From an optimization exercise on the open Yosys and OpenROAD flow, aimed at small area and a short achievable clock period; shortcuts taken in it are not production practice.
RTL that was checked went through simulation tests only; none was proved equivalent to the original.
Power is estimated from default activity; no workload was simulated.

## run a
## CPU
module CPU(clock,reset,MemData,MemOut,rd,wr,PC,IR,MBR,AC,MAR,SR);
Size in the first run: ~3000 cells after synthesis, roughly 170 flip-flops, ~110 I/O pins, roughly 17000 um^2 of cells after synthesis.
==> module CPU, before the edit <==
module CPU(clock,reset,MemData,MemOut,rd,wr,PC,IR,MBR,AC,MAR,SR);
input clock;
input reset;
input signed [15:0] MemData;
output reg signed [15:0] MemOut;
output reg [10:0] PC,MAR;
output reg signed [15:0] IR,MBR;
output signed [15:0] AC;
output reg wr,rd;
output [3:0] SR;    
reg [2:0] state;
reg signed [15:0] ACr;      
reg [3:0] SRr;
reg accSel;                 
wire [3:0] op = IR[15:12];
wire       m  = IR[11];
wire        ld   = (op == 4'h1);
wire        sub  = (op == 4'h4);
wire        ls   = ld | (op == 4'h3) | sub;   
wire        mul  = (op == 4'h5);
wire        dv   = (op == 4'h6);
wire        sa   = ACr[15];
wire [15:0] lorA;
assign lorA[0] = 1'b0;
genvar ga;
generate
  for (ga = 1; ga < 16; ga = ga + 1) begin : la
    assign lorA[ga] = |ACr[ga-1:0];
  end
endgenerate
wire [15:0] absa = {16{dv}} & (ACr ^ ({16{sa}} & lorA));
reg  [15:0] absAr;
always @(posedge clock) absAr <= absa;
wire [15:0] d1, B1c;
wire        cin1;
wire [4:0] s3_r, s3_q;
cpu_s3 u_s3(.MemData(MemData), .IRlo(IR[11:0]), .dv(dv), .sub(sub), .absAr(absAr),
            .ACr(ACr), .d1(d1), .cin1(cin1), .B1c(B1c), .r_out(s3_r), .q_out(s3_q));
reg [15:0] B1r;
reg        cinr, d1s;
always @(posedge clock)
  if (state == 3'd3) begin
    B1r <= B1c; cinr <= cin1; d1s <= d1[15];
  end
reg [4:0] p1r, p1q;
always @(posedge clock) begin
  p1r <= s3_r;
  p1q <= s3_q;
end
wire [13:0] s4_r;
wire [8:0] s4_q;
cpu_s4 u_s4(.p1r(p1r), .absAr(absAr), .ACr(ACr), .B1r(B1r), .cinr(cinr), .dv(dv),
            .r_out(s4_r), .q_out(s4_q));
reg [13:0] p2r;
reg [13:0] p2q;
always @(posedge clock) begin
  p2r <= s4_r;
  p2q <= {p1q, s4_q};
end
wire [15:0] res;
wire [3:0]  resf;
cpu_s0 u_s0(.p2r(p2r), .p2q(p2q), .absAr(absAr), .ACr(ACr), .SRr(SRr), .accSel(accSel),
            .B1r(B1r), .cinr(cinr), .d1s(d1s), .dv(dv), .mul(mul), .ls(ls), .ld(ld), .sub(sub),
            .res(res), .resf(resf), .AC(AC), .SR(SR));
always @(posedge clock) begin
  if (reset) begin
    PC <= 0; MAR <= 0; IR <= 0; MBR <= 0; ACr <= 0; MemOut <= 0; SRr <= 0;
    rd <= 1; wr <= 0;
    accSel <= 0;
    state <= 0;
  end else
  case (state)
  0: begin
    rd <= 1; wr <= 0;
    MAR <= PC;
    if (accSel) begin
      ACr <= res;
      SRr <= resf;
    end
    accSel <= 0;
    state <= 1;
  end
  1: begin
    rd <= 1; wr <= 0;
    IR <= MemData;
    PC <= PC + 1'b1;
    state <= 2;
  end
  2: begin
    if (m) MAR <= IR[10:0];
    state <= 3;
  end
  3: begin
    state <= 4;
    case (op)
      4'h1, 4'h3, 4'h4, 4'h5, 4'h6: MBR <= d1;
      4'h2: begin MBR <= ACr; rd <= 0; wr <= 1; end
      4'h7: begin PC <= MAR; state <= 0; end
      4'h8: if (SRr[3]) begin PC <= MAR; state <= 0; end
      default: ;
    endcase
  end
  4: begin
    state <= 0;
    case (op)
      4'h2: MemOut <= MBR;
      4'h1, 4'h3, 4'h4, 4'h5, 4'h6: accSel <= 1'b1;
      default: ;
    endcase
  end
  default: state <= 0;
  endcase
end
endmodule
clock: 32.0 ns
lec_check: 0
abc_area: 1
cap_margin: 20
core_margin: 2
core_utilization: 40
slew_margin: 20
synth_hierarchical: 1
standard.sh (not shown) runs the stock make flow with config.mk's settings and CLKGATE_MAP_FILE= SYNTH_SCRIPT=/design/flow/synth_recipe.tcl, a recipe that flattens the netlist after the stock synthesis.
==> flow/flow/run.sh <==
#!/bin/bash
set -euo pipefail
MARGIN=$(python3 -c "print(round(${FLOW_PERIOD_NS} - 12, 3))")
bash standard.sh SETUP_SLACK_MARGIN=$MARGIN "BUFFER_PORTS_ARGS=-buffer_cell sky130_fd_sc_hd__buf_1" finish > standard_flow.log 2>&1
diff inputs: run a => run b
--- a/flow/design.v
+++ b/flow/design.v
@@ -28,16 +28,20 @@
     assign lorA[ga] = |ACr[ga-1:0];
   end
 endgenerate
 wire [15:0] absa = {16{dv}} & (ACr ^ ({16{sa}} & lorA));
 reg  [15:0] absAr;
 always @(posedge clock) absAr <= absa;
+reg ldq, subq, lsq, mulq, dvq;
+always @(posedge clock) begin
+  ldq <= ld; subq <= sub; lsq <= ls; mulq <= mul; dvq <= dv;
+end
 wire [15:0] d1, B1c;
 wire        cin1;
 wire [4:0] s3_r, s3_q;
-cpu_s3 u_s3(.MemData(MemData), .IRlo(IR[11:0]), .dv(dv), .sub(sub), .absAr(absAr),
+cpu_s3 u_s3(.MemData(MemData), .IRlo(IR[11:0]), .dv(dvq), .sub(subq), .absAr(absAr),
             .ACr(ACr), .d1(d1), .cin1(cin1), .B1c(B1c), .r_out(s3_r), .q_out(s3_q));
 reg [15:0] B1r;
 reg        cinr, d1s;
 always @(posedge clock)
   if (state == 3'd3) begin
     B1r <= B1c; cinr <= cin1; d1s <= d1[15];
@@ -46,24 +50,24 @@
 always @(posedge clock) begin
   p1r <= s3_r;
   p1q <= s3_q;
 end
 wire [13:0] s4_r;
 wire [8:0] s4_q;
-cpu_s4 u_s4(.p1r(p1r), .absAr(absAr), .ACr(ACr), .B1r(B1r), .cinr(cinr), .dv(dv),
+cpu_s4 u_s4(.p1r(p1r), .absAr(absAr), .ACr(ACr), .B1r(B1r), .cinr(cinr), .dv(dvq),
             .r_out(s4_r), .q_out(s4_q));
 reg [13:0] p2r;
 reg [13:0] p2q;
 always @(posedge clock) begin
   p2r <= s4_r;
   p2q <= {p1q, s4_q};
 end
 wire [15:0] res;
 wire [3:0]  resf;
 cpu_s0 u_s0(.p2r(p2r), .p2q(p2q), .absAr(absAr), .ACr(ACr), .SRr(SRr), .accSel(accSel),
-            .B1r(B1r), .cinr(cinr), .d1s(d1s), .dv(dv), .mul(mul), .ls(ls), .ld(ld), .sub(sub),
+            .B1r(B1r), .cinr(cinr), .d1s(d1s), .dv(dvq), .mul(mulq), .ls(lsq), .ld(ldq), .sub(subq),
             .res(res), .resf(resf), .AC(AC), .SR(SR));
 always @(posedge clock) begin
   if (reset) begin
     PC <= 0; MAR <= 0; IR <= 0; MBR <= 0; ACr <= 0; MemOut <= 0; SRr <= 0;
     rd <= 1; wr <= 0;
     accSel <= 0;
Findings:
Taking run a as the reference, in run b final critical-path setup slack rose by 0.075 ns, met1 usage moved up, largest stage delay on the critical path +0.31 ns.
Compared with run a, in run b path depth of the worst reg2reg path saw a decrease, final period utilization saw a decrease, fraction of standard cell area that is sequential saw an increase.
Diff run a..run b | first-pass GRT wire length | negligible
[run b] total leakage power rose about 0.6% relative to run a
As far as data required time at the worst endpoint is concerned, run a and run b perform about the same.
Looking at areal power density over the cells across run b and run a, the one that comes out higher is run b.
Diff run a -> run b | routed wire length | decrease of 1600 um
Run b vs run a: cell count after synthesis up slightly
Comparing met1 wire length for run b and run a, the bigger number came from run a.

---

The RTL this note starts from:
==> flow/design.v <==
module CPU(clock,reset,MemData,MemOut,rd,wr,PC,IR,MBR,AC,MAR,SR);
input clock;
input reset;
input signed [15:0] MemData;
output reg signed [15:0] MemOut;
output reg [10:0] PC,MAR;
output reg signed [15:0] IR,MBR;
output signed [15:0] AC;
output reg wr,rd;
output [3:0] SR;    
reg [2:0] state;
reg signed [15:0] ACr;      
reg [3:0] SRr;
reg accSel;                 
wire [3:0] op = IR[15:12];
wire       m  = IR[11];
wire        dv   = (op == 4'h6);            
wire        sa   = ACr[15];
wire [15:0] lorA;
assign lorA[0] = 1'b0;
genvar ga;
generate
  for (ga = 1; ga < 16; ga = ga + 1) begin : la
    assign lorA[ga] = |ACr[ga-1:0];
  end
endgenerate
wire [15:0] absa = {16{dv}} & (ACr ^ ({16{sa}} & lorA));
wire [15:0] d1   = m ? MemData : {5'b0, IR[10:0]};    
wire        cin1 = dv & ~d1[15];
wire [15:0] B1c  = d1 ^ {16{cin1}};
wire [17:0] d3   = {{2{d1[15]}}, d1} + {d1[15], d1, 1'b0};
wire [17:0] B3c  = d3 ^ {18{cin1}};
wire        d1s  = MBR[15];
wire        cinr = dv & ~d1s;
wire [15:0] B1r  = MBR ^ {16{cinr}};
wire [17:0] B3r  = 18'd0;    
wire [0:0] x1 = absa[15];
wire [17:0] b4 = {2'b11, B1c};
wire [1:0] t2 = {1'b0, x1} + {1'b0, b4[0:0]} + {1'd0, cin1};
wire g3 = t2[1] & (&b4[17:1]);
wire c6 = dv ? g3 : ACr[15];
wire [0:0] r5 = c6 ? t2[0:0] : x1;
wire [1:0] x7 = {r5, absa[14]};
wire [17:0] b10 = {2'b11, B1c};
wire [2:0] t8 = {1'b0, x7} + {1'b0, b10[1:0]} + {2'd0, cin1};
wire g9 = t8[2] & (&b10[17:2]);
wire c12 = dv ? g9 : ACr[14];
wire [1:0] r11 = c12 ? t8[1:0] : x7;
wire [2:0] x13 = {r11, absa[13]};
wire [17:0] b16 = {2'b11, B1c};
wire [3:0] t14 = {1'b0, x13} + {1'b0, b16[2:0]} + {3'd0, cin1};
wire g15 = t14[3] & (&b16[17:3]);
wire c18 = dv ? g15 : ACr[13];
wire [2:0] r17 = c18 ? t14[2:0] : x13;
wire [3:0] x19 = {r17, absa[12]};
wire [17:0] b22 = {2'b11, B1c};
wire [4:0] t20 = {1'b0, x19} + {1'b0, b22[3:0]} + {4'd0, cin1};
wire g21 = t20[4] & (&b22[17:4]);
wire c24 = dv ? g21 : ACr[12];
wire [3:0] r23 = c24 ? t20[3:0] : x19;
wire [4:0] x25 = {r23, absa[11]};
wire [17:0] b28 = {2'b11, B1c};
wire [5:0] t26 = {1'b0, x25} + {1'b0, b28[4:0]} + {5'd0, cin1};
wire g27 = t26[5] & (&b28[17:5]);
wire c30 = dv ? g27 : ACr[11];
wire [4:0] r29 = c30 ? t26[4:0] : x25;
reg [4:0] p1r, p1q;
always @(posedge clock) begin
  p1r <= r29;
  p1q <= {g3, g9, g15, g21, g27};
end
wire [5:0] x31 = {p1r, absa[10]};
wire [17:0] b34 = {2'b11, B1r};
wire [6:0] t32 = {1'b0, x31} + {1'b0, b34[5:0]} + {6'd0, cinr};
wire g33 = t32[6] & (&b34[17:6]);
wire c36 = dv ? g33 : ACr[10];
wire [5:0] r35 = c36 ? t32[5:0] : x31;
wire [6:0] x37 = {r35, absa[9]};
wire [17:0] b40 = {2'b11, B1r};
wire [7:0] t38 = {1'b0, x37} + {1'b0, b40[6:0]} + {7'd0, cinr};
wire g39 = t38[7] & (&b40[17:7]);
wire c42 = dv ? g39 : ACr[9];
wire [6:0] r41 = c42 ? t38[6:0] : x37;
wire [7:0] x43 = {r41, absa[8]};
wire [17:0] b46 = {2'b11, B1r};
wire [8:0] t44 = {1'b0, x43} + {1'b0, b46[7:0]} + {8'd0, cinr};
wire g45 = t44[8] & (&b46[17:8]);
wire c48 = dv ? g45 : ACr[8];
wire [7:0] r47 = c48 ? t44[7:0] : x43;
wire [8:0] x49 = {r47, absa[7]};
wire [17:0] b52 = {2'b11, B1r};
wire [9:0] t50 = {1'b0, x49} + {1'b0, b52[8:0]} + {9'd0, cinr};
wire g51 = t50[9] & (&b52[17:9]);
wire c54 = dv ? g51 : ACr[7];
wire [8:0] r53 = c54 ? t50[8:0] : x49;
wire [9:0] x55 = {r53, absa[6]};
wire [17:0] b58 = {2'b11, B1r};
wire [10:0] t56 = {1'b0, x55} + {1'b0, b58[9:0]} + {10'd0, cinr};
wire g57 = t56[10] & (&b58[17:10]);
wire c60 = dv ? g57 : ACr[6];
wire [9:0] r59 = c60 ? t56[9:0] : x55;
wire [10:0] x61 = {r59, absa[5]};
wire [17:0] b64 = {2'b11, B1r};
wire [11:0] t62 = {1'b0, x61} + {1'b0, b64[10:0]} + {11'd0, cinr};
wire g63 = t62[11] & (&b64[17:11]);
wire c66 = dv ? g63 : ACr[5];
wire [10:0] r65 = c66 ? t62[10:0] : x61;
wire [11:0] x67 = {r65, absa[4]};
wire [17:0] b70 = {2'b11, B1r};
wire [12:0] t68 = {1'b0, x67} + {1'b0, b70[11:0]} + {12'd0, cinr};
wire g69 = t68[12] & (&b70[17:12]);
wire c72 = dv ? g69 : ACr[4];
wire [11:0] r71 = c72 ? t68[11:0] : x67;
wire [12:0] x73 = {r71, absa[3]};
wire [17:0] b76 = {2'b11, B1r};
wire [13:0] t74 = {1'b0, x73} + {1'b0, b76[12:0]} + {13'd0, cinr};
wire g75 = t74[13] & (&b76[17:13]);
wire c78 = dv ? g75 : ACr[3];
wire [12:0] r77 = c78 ? t74[12:0] : x73;
reg [12:0] p2r;
reg [12:0] p2q;
always @(posedge clock) begin
  p2r <= r77;
  p2q <= {p1q, g33, g39, g45, g51, g57, g63, g69, g75};
end
wire [13:0] x79 = {p2r, absa[2]};
wire [17:0] b82 = {2'b11, B1r};
wire [14:0] t80 = {1'b0, x79} + {1'b0, b82[13:0]} + {14'd0, cinr};
wire g81 = t80[14] & (&b82[17:14]);
wire c84 = dv ? g81 : ACr[2];
wire [13:0] r83 = c84 ? t80[13:0] : x79;
wire [14:0] x85 = {r83, absa[1]};
wire [17:0] b88 = {2'b11, B1r};
wire [15:0] t86 = {1'b0, x85} + {1'b0, b88[14:0]} + {15'd0, cinr};
wire g87 = t86[15] & (&b88[17:15]);
wire c90 = dv ? g87 : ACr[1];
wire [14:0] r89 = c90 ? t86[14:0] : x85;
wire [15:0] x91 = {r89, absa[0]};
wire [17:0] b94 = {2'b11, B1r};
wire [16:0] t92 = {1'b0, x91} + {1'b0, b94[15:0]} + {16'd0, cinr};
wire g93 = t92[16] & (&b94[17:16]);
wire c96 = dv ? g93 : ACr[0];
wire [15:0] r95 = c96 ? t92[15:0] : x91;
wire [15:0] qu = {p2q, g81, g87, g93};
wire [15:0] prod = r95;             
wire        dz   = cinr & (&B1r);           
wire        negq = sa ^ d1s;
wire [15:0] lowor;
assign lowor[0] = 1'b0;
genvar gi;
generate
  for (gi = 1; gi < 16; gi = gi + 1) begin : lo
    assign lowor[gi] = |qu[gi-1:0];
  end
endgenerate
wire [15:0] quot  = dz ? 16'd0 : (qu ^ ({16{negq}} & lowor));
wire [15:0] res   = dv ? quot : prod;
wire        resz  = dv ? (dz | ~|qu) : ~|prod;
assign AC = accSel ? res : ACr;
assign SR = accSel ? {resz, res[15], 2'b00} : SRr;
wire        sub  = (op == 4'h4);
wire [15:0] bop  = MBR ^ {16{sub}};
wire [16:0] sum  = {1'b0,ACr} + {1'b0,bop} + {16'd0,sub};
wire        as_c = sum[16] ^ sub;                                   
wire        as_v = (ACr[15] == bop[15]) && (sum[15] != ACr[15]);    
wire        ld  = (op == 4'h1);
wire [15:0] acn = ld ? MBR : sum[15:0];
wire [1:0]  cv  = ld ? 2'b00 : {as_c, as_v};
always @(posedge clock) begin
  if (reset) begin
    PC <= 0; MAR <= 0; IR <= 0; MBR <= 0; ACr <= 0; MemOut <= 0; SRr <= 0;
    rd <= 1; wr <= 0;
    accSel <= 0;
    state <= 0;
  end else
  case (state)
  0: begin
    rd <= 1; wr <= 0;
    MAR <= PC;
    if (accSel) begin
      ACr <= res;
      SRr <= {resz, res[15], 2'b00};
    end
    accSel <= 0;
    state <= 1;
  end
  1: begin
    rd <= 1; wr <= 0;
    IR <= MemData;
    PC <= PC + 1'b1;
    state <= 2;
  end
  2: begin
    if (m) MAR <= IR[10:0];
    state <= 3;
  end
  3: begin
    state <= 4;
    case (op)
      4'h1, 4'h3, 4'h4, 4'h5, 4'h6: MBR <= d1;
      4'h2: begin MBR <= ACr; rd <= 0; wr <= 1; end
      4'h7: begin PC <= MAR; state <= 0; end
      4'h8: if (SRr[3]) begin PC <= MAR; state <= 0; end
      default: ;
    endcase
  end
  4: begin
    state <= 0;
    case (op)
      4'h1, 4'h3, 4'h4: begin ACr <= acn; SRr <= {acn == 16'd0, acn[15], cv}; end
      4'h2: MemOut <= MBR;
      4'h5, 4'h6: accSel <= 1'b1;
      default: ;
    endcase
  end
  default: state <= 0;
  endcase
end
endmodule
export LEC_CHECK = 0
export ABC_AREA = 1
export CAP_MARGIN = 20
export CORE_MARGIN = 2
export CORE_UTILIZATION = 40
export SLEW_MARGIN = 20
create_clock -name core_clock -period 32.0 [get_ports {clock}]
==> flow/flow/run.sh <==
#!/bin/bash
set -euo pipefail
MARGIN=$(python3 -c "print(round(${FLOW_PERIOD_NS} - 14, 3))")
bash standard.sh SETUP_SLACK_MARGIN=$MARGIN "BUFFER_PORTS_ARGS=-buffer_cell sky130_fd_sc_hd__buf_1" finish > standard_flow.log 2>&1
Change:
--- a/flow/design.v
+++ b/flow/design.v
@@ -31,8 +31,11 @@
 wire [17:0] d3   = {{2{d1[15]}}, d1} + {d1[15], d1, 1'b0};
 wire [17:0] B3c  = d3 ^ {18{cin1}};
-wire        d1s  = MBR[15];
-wire        cinr = dv & ~d1s;
-wire [15:0] B1r  = MBR ^ {16{cinr}};
-wire [17:0] B3r  = 18'd0;    
+reg [15:0] B1r;
+reg [17:0] B3r;
+reg        cinr, d1s;
+always @(posedge clock)
+  if (state == 3'd3) begin
+    B1r <= B1c; B3r <= B3c; cinr <= cin1; d1s <= d1[15];
+  end
 wire [0:0] x1 = absa[15];
 wire [17:0] b4 = {2'b11, B1c};
After rerunning:
- The changed run passed the timing, design-rule and antenna checks
- setup slack is better by 410 ps
- wire length drops slightly
- final area hardly moves
- first-iteration DRC count climbs by a quarter to a third
- hold slack is worse by 6.4 ps
- utilization drops by 1.2 points
- combinational power climbs by well over a third
- global-route usage barely changes
No functional check of the RTL was part of any run of this note.

==> afterwards: timing with drivers on the ports <==
The flow's constraints put no driver on any port. The routed layouts listed below were extracted and timed again, unchanged, in two steps.
Step 1 assumes that a clkbuf_16 drives the clock port and a buf_2 every other input.
Step 2 also shifts input and output timing later by t, the mid clock arrival at the registers, as if the neighbouring blocks saw the same clock.
a / b / c = ideal ports / drivers / drivers and shift; a / b = the first two.
run | t (ns) | slack for setup (ns) | worst setup path at the end | worst register clock-pin slew, ns | cell pins on the clock port's net
run a | 0.507 | 20.353 / 20.298 / 20.805 | register to output | 0.08 / 0.08 | 1
run b | 0.502 | 20.428 / 20.374 / 20.876 | register to output | 0.07 / 0.07 | 1
the first run of note 2 | 0.496 | 17.762 / 17.762 / 17.762 | register to register | 0.06 / 0.06 | 1
the second run of note 2 | 0.494 | 18.171 / 18.117 / 18.214 | register to register | 0.08 / 0.08 | 1
After both steps every run listed still meets setup and hold.
